What follows belongs to an exercise in optimizing a design on an open flow for small area; a production flow would make more cautious choices. At most, simulation tests tie the RTL to the original design; equivalence was not proved. Power is estimated from default activity; no workload was simulated.

Design BRAM_GPU, start of the top module:
module BRAM_GPU(
        input wire vga_clk,
        input wire rst,
        output wire [3:0] r,
        output wire [3:0] g,
        output wire [3:0] b,
        output wire hs,
        output wire vs,
        output wire [11:0] bram_addr_blk,
        input wire [15:0] bram_rdata_blk,
        output wire [12:0] bram_addr_txtr,
        input wire [11:0] bram_rdata_txtr
);
Size: about 46 flip-flops, about 69 I/O pins, ~4700 sq um of cells after synthesis.
Settings: LEC_CHECK=0, ABC_AREA=1, CAP_MARGIN=20, CORE_MARGIN=2, CORE_UTILIZATION=40, CTS_BUF_LIST=sky130_fd_sc_hd__clkbuf_8, GPL_TIMING_DRIVEN=0, SETUP_SLACK_MARGIN=0.8, SLEW_MARGIN=20, SYNTH_MEMORY_MAX_BITS=131072; clock period 10.0 ns.
standard.sh (not shown) runs the stock make flow with config.mk's settings and CLKGATE_MAP_FILE= SYNTH_SCRIPT=/design/flow/synth_recipe.tcl, a recipe that flattens the netlist after the stock synthesis.
==> flow/flow/run.sh <==
#!/bin/bash
# The standard layout (standard.sh) with these changes:
#  - synthesis maps the logic with an area-oriented ABC script (flow/abc_area.script:
#    &nf area mapping, no ABC buffering or resizing), leaves adders to ABC instead of
#    extracting half/full adder cells, and inserts no buffers on pass-through wires;
#    registers are mapped exactly as standard.sh does;
#  - the port buffers inserted at global placement are sky130_fd_sc_hd__buf_1.
# Each step's full log stays under orfs/logs; make's own output goes to make_*.log here.
set -euo pipefail
W=$(pwd)
rm -rf "$W/scripts"
cp -r "$FLOW_HOME/scripts" "$W/scripts"
cp "$W/flow/abc_area.script" "$W/scripts/abc_area.script"
bash standard.sh SCRIPTS_DIR="$W/scripts" ADDER_MAP_FILE= SYNTH_INSBUF=0 synth > make_synth.log 2>&1
bash standard.sh BUFFER_PORTS_ARGS="-buffer_cell sky130_fd_sc_hd__buf_1" finish > make_finish.log 2>&1
==> flow/flow/abc_area.script <==
&get -n
&st
&dch -f
&nf -p -R 1000 -F 8 -A 8
&put
topo
stime -c
The starting point completed without violations.
Change:
--- a/flow/flow/run.sh
+++ b/flow/flow/run.sh
@@ -5,5 +5,6 @@
 #    extracting half/full adder cells, and inserts no buffers on pass-through wires;
 #    registers are mapped exactly as standard.sh does;
-#  - the port buffers inserted at global placement are sky130_fd_sc_hd__buf_1.
+#  - the port buffers inserted at global placement are sky130_fd_sc_hd__buf_1;
+#  - clock tree synthesis uses clkbuf_8 buffers and inserts no dummy loads.
 # Each step's full log stays under orfs/logs; make's own output goes to make_*.log here.
 set -euo pipefail
@@ -13,3 +14,3 @@
 cp "$W/flow/abc_area.script" "$W/scripts/abc_area.script"
 bash standard.sh SCRIPTS_DIR="$W/scripts" ADDER_MAP_FILE= SYNTH_INSBUF=0 synth > make_synth.log 2>&1
-bash standard.sh BUFFER_PORTS_ARGS="-buffer_cell sky130_fd_sc_hd__buf_1" finish > make_finish.log 2>&1
+bash standard.sh BUFFER_PORTS_ARGS="-buffer_cell sky130_fd_sc_hd__buf_1" CTS_ARGS="-sink_clustering_enable -repair_clock_nets -buf_list sky130_fd_sc_hd__clkbuf_8 -dont_use_dummy_load" finish > make_finish.log 2>&1
Settings changed: CORE_UTILIZATION 40 to 35, SETUP_SLACK_MARGIN 0.8 to 0.5.
Effect: Clock skew went up by 0.0039 ns. Global-route usage went down by 5.4 points. Worst hold slack loses 0.0065 ns. Sequential share of layout area went down by 0.12 points. Synthesized cell count does not change. Cell area went up slightly. Utilization went down by 6.0 points. Non-clock buffer count went up by 1. Sequential power is about the same. Area after synthesis stays the same. Maximum frequency went down slightly.
Change:
--- a/flow/flow/run.sh
+++ b/flow/flow/run.sh
@@ -5,6 +5,5 @@
 #    extracting half/full adder cells, and inserts no buffers on pass-through wires;
 #    registers are mapped exactly as standard.sh does;
-#  - the port buffers inserted at global placement are sky130_fd_sc_hd__buf_1;
-#  - clock tree synthesis uses clkbuf_8 buffers and inserts no dummy loads.
+#  - the port buffers inserted at global placement are sky130_fd_sc_hd__buf_1.
 # Each step's full log stays under orfs/logs; make's own output goes to make_*.log here.
 set -euo pipefail
Effect: Global-route usage does not change; total power stays the same; sequential cell count is unchanged; setup slack stays the same.
Change:
--- a/flow/flow/run.sh
+++ b/flow/flow/run.sh
@@ -5,5 +5,6 @@
 #    extracting half/full adder cells, and inserts no buffers on pass-through wires;
 #    registers are mapped exactly as standard.sh does;
-#  - the port buffers inserted at global placement are sky130_fd_sc_hd__buf_1.
+#  - the port buffers inserted at global placement are sky130_fd_sc_hd__buf_1;
+#  - clock tree synthesis uses clkbuf_8 buffers and inserts no dummy loads.
 # Each step's full log stays under orfs/logs; make's own output goes to make_*.log here.
 set -euo pipefail
Settings changed: SETUP_SLACK_MARGIN 0.5 to 0.3.
The new run completed with no timing, DRC or antenna violations.
Power hardly moves.
Clock-buffer cell count stays the same.
Sequential power stays flat.
Synthesized cell count is unchanged.
Non-clock buffer count is unchanged.
Final cell count is about the same.
Die area stays the same.
First-iteration DRC count goes down by 1.3%.

rev 12:
Another version of the RTL of BRAM_GPU (not shown whole).
Size in the first run: about 770 cells after synthesis, ~4900 sq um of cells after synthesis.
Design BRAM_GPU, start of the top module:
module BRAM_GPU(
        input wire vga_clk,
        input wire rst,
        output wire [3:0] r,
        output wire [3:0] g,
        output wire [3:0] b,
        output wire hs,
        output wire vs,
        output wire [11:0] bram_addr_blk,
        input wire [15:0] bram_rdata_blk,
        output wire [12:0] bram_addr_txtr,
        input wire [11:0] bram_rdata_txtr
);
==> flow/config.mk <==
export PLATFORM = sky130hd
export DESIGN_NAME = BRAM_GPU
export DESIGN_NICKNAME = BRAM_GPU
export VERILOG_FILES = /design/flow/design.v
export SDC_FILE = /design/flow/constraint.sdc
export NUM_CORES = 4
export LEC_CHECK = 0
export ABC_AREA = 1
export CAP_MARGIN = 20
export CORE_MARGIN = 2
export CORE_UTILIZATION = 40
export CTS_BUF_LIST = sky130_fd_sc_hd__clkbuf_8
export GPL_TIMING_DRIVEN = 0
export SETUP_SLACK_MARGIN = 0.4
export SLEW_MARGIN = 20
export SYNTH_MEMORY_MAX_BITS = 131072
==> flow/constraint.sdc <==
create_clock -name core_clock -period 10.0 [get_ports {vga_clk}]
set_input_delay 2.0000 -clock core_clock [delete_from_list [all_inputs] [get_ports {vga_clk}]]
set_output_delay 2.0000 -clock core_clock [all_outputs]
set_load 0.01 [all_outputs]
==> flow/flow/run.sh <==
#!/bin/bash
# The standard layout (standard.sh) with two changes:
#  - synthesis maps the logic with an area-oriented ABC script (flow/abc_area.script:
#    map -a, no ABC buffering or resizing) and leaves adders to ABC instead of
#    extracting half/full adder cells; registers are mapped exactly as standard.sh does;
#  - the port buffers inserted at global placement are sky130_fd_sc_hd__buf_1.
# Each step's full log stays under orfs/logs; make's own output goes to *.log here.
set -euo pipefail
W=$(pwd)
rm -rf "$W/scripts"
cp -r "$FLOW_HOME/scripts" "$W/scripts"
cp "$W/flow/abc_area.script" "$W/scripts/abc_area.script"
bash standard.sh SCRIPTS_DIR="$W/scripts" ADDER_MAP_FILE= SYNTH_INSBUF=0 synth > make_synth.log 2>&1
bash standard.sh BUFFER_PORTS_ARGS="-buffer_cell sky130_fd_sc_hd__buf_1" finish > make_finish.log 2>&1
Scripts as last shown in full above: flow/flow/abc_area.script
Rev 12: PASS, flow complete, no timing, DRC or antenna violations
What rev 13 does differently from rev 12 at the input level:
Settings: changing SETUP_SLACK_MARGIN from 0.4 to 0.8.
## What came out
Cell leakage power: lower on rev 12. | clock power share | rev 13 vs rev 12 | 0.2 points lower |. There was hardly any difference in met1 track utilization from global routing between rev 12 and rev 13. Post-route minimum period (rev 13 over rev 12): decrease, 0.36 ns.
Function was not checked in any run of this note: the RTL went through the layout flow alone.

Setup of the baseline:
Starting RTL as in the previous note.
## BRAM_GPU
module BRAM_GPU(
        input wire vga_clk,
        input wire rst,
        output wire [3:0] r,
        output wire [3:0] g,
        output wire [3:0] b,
        output wire hs,
        output wire vs,
        output wire [11:0] bram_addr_blk,
        input wire [15:0] bram_rdata_blk,
        output wire [12:0] bram_addr_txtr,
        input wire [11:0] bram_rdata_txtr
);
clock: 10.0 ns
lec_check: 0
abc_area: 1
cap_margin: 0
core_margin: 2
core_utilization: 40
cts_buf_list: sky130_fd_sc_hd__clkbuf_8
slew_margin: 0
synth_memory_max_bits: 131072
Scripts as last shown in full above: flow/flow/run.sh, flow/flow/abc_area.script
The baseline | status: complete | timing, DRC, antenna: pass
The inputs of the candidate differ from those of the baseline as listed below.
--- a/flow/config.mk
+++ b/flow/config.mk
@@ -7,8 +7,9 @@
 export LEC_CHECK = 0
 export ABC_AREA = 1
-export CAP_MARGIN = 0
+export CAP_MARGIN = 20
 export CORE_MARGIN = 2
 export CORE_UTILIZATION = 40
 export CTS_BUF_LIST = sky130_fd_sc_hd__clkbuf_8
-export SLEW_MARGIN = 0
+export GPL_TIMING_DRIVEN = 0
+export SLEW_MARGIN = 20
 export SYNTH_MEMORY_MAX_BITS = 131072
In summary, the candidate completed successfully, with a layout that passed the timing, DRC and antenna checks.
On the candidate: depth of the worst register-to-register path is about 3.3% lower than what the baseline gave.
Utilization in the candidate vs the baseline: down 1.5 points
[compare] base=the baseline new=the candidate: switching power share of the total rose by 2.7 points, non-clock buffer count down about 36%.
No functional check of the RTL was part of any run of this note.

[port drivers added, routing unchanged]
In the flow no input, the clock included, has a driving cell. The finished layouts below were timed again as built, in two steps.
Step 1 sets driving cells, clkbuf_16 on the clock port and buf_2 on the other inputs (assumed; they add their load-dependent delay and slew).
Step 2 moves the port delays by t, midway between the first and last clock arrival at a register: inputs arrive t later, outputs are due t later. That takes back most of the time a late clock gives input paths.
a / b / c = ideal / step 1 / step 2; a / b = the first two.
run | t (ns) | setup WS [ns] | hold slack, ns | latest minus earliest clock arrival (ns) | worst slew at a driven data input, ns
the first run of note 1 | 0.329 | 0.594 / 0.594 / 0.594 | 0.384 / 0.384 / 0.384 | 0.015 / 0.016 | 0.06
the second run of note 1 | 0.328 | 0.466 / 0.466 / 0.466 | 0.378 / 0.378 / 0.378 | 0.020 / 0.020 | 0.06
the third run of note 1 | 0.328 | 0.466 / 0.466 / 0.466 | 0.378 / 0.378 / 0.378 | 0.020 / 0.020 | 0.06
the fourth run of note 1 | 0.329 | 0.414 / 0.413 / 0.413 | 0.378 / 0.378 / 0.378 | 0.020 / 0.019 | 0.06
rev 12 | 0.332 | 0.514 / 0.514 / 0.514 | 0.373 / 0.373 / 0.373 | 0.014 / 0.014 | 0.06
rev 13 | 0.330 | 0.876 / 0.876 / 0.876 | 0.372 / 0.372 / 0.372 | 0.013 / 0.013 | 0.06
the baseline | 0.330 | 1.767 / 1.767 / 1.767 | 0.372 / 0.372 / 0.372 | 0.011 / 0.011 | 0.06
the candidate | 0.331 | 0.258 / 0.258 / 0.258 | 0.372 / 0.372 / 0.372 | 0.014 / 0.014 | 0.06
After both steps every run listed still meets setup and hold. For the fourth run of note 1, which loses most, drivers alone change the setup slack by -0.001 ns; drivers and shift together by -0.001 ns.
